Source: an optimization exercise on an open RTL-to-GDS flow (aim: small area, a short achievable clock period and few clock cycles per item). Production flows keep margins and buffers that such runs may drop.
Where RTL was checked, it was by simulation tests only, not by an equivalence proof against the original.
Power is estimated from default activity; no workload was simulated.

rev 12:
==> flow/design.v (excerpt) <==
module MD5_custom_SIMD_instruction (clk, reset,
	in_v, rd, vrd1, vrd2,
		in_data, in_vdata1, in_vdata2,
	out_v, out_rd, out_vrd1, out_vrd2,
		out_data, out_vdata1, out_vdata2);
Size in the first run: ~5300 cells after synthesis, ~720 flip-flops.
clock: 12.0 ns
lec_check: 0
abc_area: 1
cap_margin: 20
core_area: 5 5 375 375
cts_cluster_diameter: 80
cts_cluster_size: 28
die_area: 0 0 380 380
slew_margin: 20
tns_end_percent: 0
standard.sh (not shown) runs the stock make flow with config.mk's settings and CLKGATE_MAP_FILE= SYNTH_SCRIPT=/design/flow/synth_recipe.tcl, a recipe that flattens the netlist after the stock synthesis.
==> flow/flow/run.sh <==
#!/bin/bash
# ORFS layout (the standard.sh) with: the full-adder and half-adder cells kept out of
# synthesis and layout (the platform's don't-use list plus fa/ha), a tighter setup-repair
# target, free resizing, and minimum-size port buffers.
set -euo pipefail
DU="sky130_fd_sc_hd__probe_p_8 sky130_fd_sc_hd__probec_p_8 sky130_fd_sc_hd__lpflow_bleeder_1 sky130_fd_sc_hd__lpflow_clkbufkapwr_1 sky130_fd_sc_hd__lpflow_clkbufkapwr_16 sky130_fd_sc_hd__lpflow_clkbufkapwr_2 sky130_fd_sc_hd__lpflow_clkbufkapwr_4 sky130_fd_sc_hd__lpflow_clkbufkapwr_8 sky130_fd_sc_hd__lpflow_clkinvkapwr_1 sky130_fd_sc_hd__lpflow_clkinvkapwr_16 sky130_fd_sc_hd__lpflow_clkinvkapwr_2 sky130_fd_sc_hd__lpflow_clkinvkapwr_4 sky130_fd_sc_hd__lpflow_clkinvkapwr_8 sky130_fd_sc_hd__lpflow_decapkapwr_12 sky130_fd_sc_hd__lpflow_decapkapwr_3 sky130_fd_sc_hd__lpflow_decapkapwr_4 sky130_fd_sc_hd__lpflow_decapkapwr_6 sky130_fd_sc_hd__lpflow_decapkapwr_8 sky130_fd_sc_hd__lpflow_inputiso0n_1 sky130_fd_sc_hd__lpflow_inputiso0p_1 sky130_fd_sc_hd__lpflow_inputiso1n_1 sky130_fd_sc_hd__lpflow_inputiso1p_1 sky130_fd_sc_hd__lpflow_inputisolatch_1 sky130_fd_sc_hd__lpflow_isobufsrc_1 sky130_fd_sc_hd__lpflow_isobufsrc_16 sky130_fd_sc_hd__lpflow_isobufsrc_2 sky130_fd_sc_hd__lpflow_isobufsrc_4 sky130_fd_sc_hd__lpflow_isobufsrc_8 sky130_fd_sc_hd__lpflow_isobufsrckapwr_16 sky130_fd_sc_hd__lpflow_lsbuf_lh_hl_isowell_tap_1 sky130_fd_sc_hd__lpflow_lsbuf_lh_hl_isowell_tap_2 sky130_fd_sc_hd__lpflow_lsbuf_lh_hl_isowell_tap_4 sky130_fd_sc_hd__lpflow_lsbuf_lh_isowell_4 sky130_fd_sc_hd__lpflow_lsbuf_lh_isowell_tap_1 sky130_fd_sc_hd__lpflow_lsbuf_lh_isowell_tap_2 sky130_fd_sc_hd__lpflow_lsbuf_lh_isowell_tap_4 sky130_fd_sc_hd__fa_1 sky130_fd_sc_hd__fa_2 sky130_fd_sc_hd__fa_4 sky130_fd_sc_hd__ha_1 sky130_fd_sc_hd__ha_2 sky130_fd_sc_hd__ha_4"
bash standard.sh "DONT_USE_CELLS=$DU" SETUP_SLACK_MARGIN=9 MATCH_CELL_FOOTPRINT=0 SKIP_REPAIR_TIE_FANOUT=1 "BUFFER_PORTS_ARGS=-buffer_cell sky130_fd_sc_hd__buf_1" finish > standard.log 2>&1
Testbench counts of rev 12, summed over its fixed seeds: cycles 105,600, hashes 1,600.
Relative to rev 12, the following input files were edited for rev 13:
diff --git a/flow/design.v b/flow/design.v
--- a/flow/design.v
+++ b/flow/design.v
@@ -1,15 +1,15 @@
 module md5_tables (
   input  wire [5:0]  step,
   output wire [7:0]  msel,
   output wire [3:0]  fsel,
   output wire [3:0]  rv,
-  output wire [3:0]  ru,
+  output wire [4:0]  ru,
   output wire        cl
 );
   wire [63:0] msel_t0 = 64'h0040400018988444;
   assign msel[0] = msel_t0[step];
   wire [63:0] msel_t1 = 64'h1010080800404202;
   assign msel[1] = msel_t1[step];
   wire [63:0] msel_t2 = 64'h0000202000000080;
   assign msel[2] = msel_t2[step];
   wire [63:0] msel_t3 = 64'h0888800022220000;
@@ -24,34 +24,36 @@
   assign msel[7] = msel_t7[step];
   wire [63:0] fsel_t0 = 64'h0000000000007fff;
   assign fsel[0] = fsel_t0[step];
   wire [63:0] fsel_t1 = 64'h000000007fff8000;
   assign fsel[1] = fsel_t1[step];
   wire [63:0] fsel_t2 = 64'h00007fff80000000;
   assign fsel[2] = fsel_t2[step];
   wire [63:0] fsel_t3 = 64'h7fff800000000000;
   assign fsel[3] = fsel_t3[step];
-  wire [63:0] rv_t0 = 64'h00000888f7770000;
+  wire [63:0] rv_t0 = 64'h00002aaac4441111;
   assign rv[0] = rv_t0[step];
-  wire [63:0] rv_t1 = 64'h7777000008888000;
+  wire [63:0] rv_t1 = 64'h444400001999a222;
   assign rv[1] = rv_t1[step];
-  wire [63:0] rv_t2 = 64'h0888b33300004444;
+  wire [63:0] rv_t2 = 64'h1999800022224444;
   assign rv[2] = rv_t2[step];
-  wire [63:0] rv_t3 = 64'h0000444400003bbb;
+  wire [63:0] rv_t3 = 64'h2222555500000888;
   assign rv[3] = rv_t3[step];
   wire [63:0] ru_t0 = 64'h0888888888888888;
   assign ru[0] = ru_t0[step];
-  wire [63:0] ru_t1 = 64'h1111111111111111;
+  wire [63:0] ru_t1 = 64'h1111111111110000;
   assign ru[1] = ru_t1[step];
-  wire [63:0] ru_t2 = 64'h2222222222222222;
+  wire [63:0] ru_t2 = 64'h2222000022221111;
   assign ru[2] = ru_t2[step];
-  wire [63:0] ru_t3 = 64'h4444444444444444;
+  wire [63:0] ru_t3 = 64'h0000222200002222;
   assign ru[3] = ru_t3[step];
+  wire [63:0] ru_t4 = 64'h4444444444444444;
+  assign ru[4] = ru_t4[step];
   wire [63:0] cl_t0 = 64'h8000000000000000;
   assign cl = cl_t0[step];
 endmodule
 module md5_add (
   input  wire [31:0] a,
   input  wire [31:0] b,
   output wire [31:0] s
 );
   wire [31:0] p = a ^ b;
@@ -432,26 +434,26 @@
 	reg [4:0]  t_rd;
 	reg [2:0]  t_vrd1, t_vrd2;
 	reg [31:0] b, c, d, t;
 	reg [31:0] ring [0:15];
 	reg [7:0]  mr;
 	reg [3:0]  fs;     
 	reg [3:0]  fs2;    
 	reg [31:0] kr;     
 	reg [3:0]  rv;
-	reg [3:0]  ru;
+	reg [4:0]  ru;
 	reg        cl;
 	reg        run;    
 	wire       last = busy & (cnt == 6'd63);
 	wire [31:0] kadd;
 	wire [7:0]  msel;
 	wire [3:0]  fsel, rvn;
-	wire [3:0]  run_;
+	wire [4:0]  run_;
 	wire        cln;
 	md5_tables tab (.step(cnt), .msel(msel), .fsel(fsel), .rv(rvn), .ru(run_), .cl(cln));
 	wire        pol = ~cnt[0] & ~fin;
 	wire [31:0] mword = {32{pol}} ^ (
 		({32{mr[0]}} & ring[0]) |
 		({32{mr[1]}} & ring[1]) |
 		({32{mr[2]}} & ring[2]) |
 		({32{mr[3]}} & ring[3]) |
 		({32{mr[4]}} & ring[5]) |
@@ -477,21 +479,22 @@
 	wire [31:0] x;
 	md5_add addx (.a(f), .b(t), .s(x));
 	wire [31:0] z =
 		({32{rv[0]}} & x) |
 		({32{rv[1]}} & {x[30:0], x[31:31]}) |
 		({32{rv[2]}} & {x[29:0], x[31:30]}) |
 		({32{rv[3]}} & {x[28:0], x[31:29]});
 	wire [31:0] y =
 		({32{ru[0]}} & {z[27:0], z[31:28]}) |
-		({32{ru[1]}} & {z[22:0], z[31:23]}) |
-		({32{ru[2]}} & {z[17:0], z[31:18]}) |
-		({32{ru[3]}} & {z[11:0], z[31:12]}) |
+		({32{ru[1]}} & {z[23:0], z[31:24]}) |
+		({32{ru[2]}} & {z[19:0], z[31:20]}) |
+		({32{ru[3]}} & {z[15:0], z[31:16]}) |
+		({32{ru[4]}} & {z[11:0], z[31:12]}) |
 		({32{cl}} & 32'hefcdab89);
 	wire [31:0] bn;
 	md5_add addb (.a(b & {32{run}}), .b(y), .s(bn));
 	wire [31:0] dn;
 	md5_addbk addd (.a(c), .b({32{fin}} & 32'h98badcfe), .s(dn));
 	integer j;
 	always @(posedge clk) begin
 		if (reset) begin
 			run <= 1'b0;
@@ -503,19 +506,19 @@
 			busy <= busy ? ~last : in_v;
 			fin <= last;
 			outv <= fin;
 		end
 		first <= ~run;
 		cnt <= busy ? cnt + 6'd1 : 6'd0;
 		mr <= busy ? msel : 8'd4;
 		fs <= busy ? fsel : 4'd0;
 		rv <= reset ? 4'd0 : busy ? rvn : in_v ? 4'd8 : 4'd0;
-		ru <= reset ? 4'd0 : busy ? run_ : in_v ? 4'd1 : 4'd0;
+		ru <= reset ? 5'd0 : busy ? run_ : in_v ? 5'd1 : 5'd0;
 		cl <= reset | (busy ? cln : ~in_v);
 		fs2 <= (busy & (cnt != 6'd63)) ? (4'd1 << nround) : 4'd0;
 		kr <= busy ? kt : 32'he8c7b756;
 		b <= bn;
 		if (run) begin
 			c <= fin ? t : b;    
 			d <= dn;
 			t <= tsum;
 			for (j = 0; j < 16; j = j + 1) ring[(j+1)%16] <= ~ring[j];
Of rev 13 and rev 12, it is rev 13 that has the higher post-route core utilization.
NOTE: total power in rev 13 exceeds that of rev 12
Going from rev 12 to rev 13, clock share of power rose 0.7 points, total power divided by cell area saw an increase.
Gate count after technology mapping is lower on rev 12
The RTL of rev 13 was laid out without a check of its function.

-- port drivers added, routing unchanged --
In the flow no input, the clock included, has a driving cell. The finished layouts below were timed again as built, in two steps.
Step 1 assumes that a clkbuf_16 drives the clock port and a buf_2 every other input.
Step 2, shift: input delay + t, output delay - t, t = (earliest + latest rising clock arrival at the registers) / 2. This alone moves slack from input paths to output paths.
Slacks: ideal ports / drivers / drivers and shift; pairs: ideal ports / drivers.
run | shift t [ns] | slack for setup (ns) | latest minus earliest clock arrival (ns) | cell pins on the clock port's net
rev 12 | 0.726 | 7.882 / 7.882 / 7.882 | 0.057 / 0.056 | 1
rev 13 | 0.768 | 7.739 / 7.739 / 7.739 | 0.080 / 0.080 | 1
After both steps setup and hold are still met in every run listed.
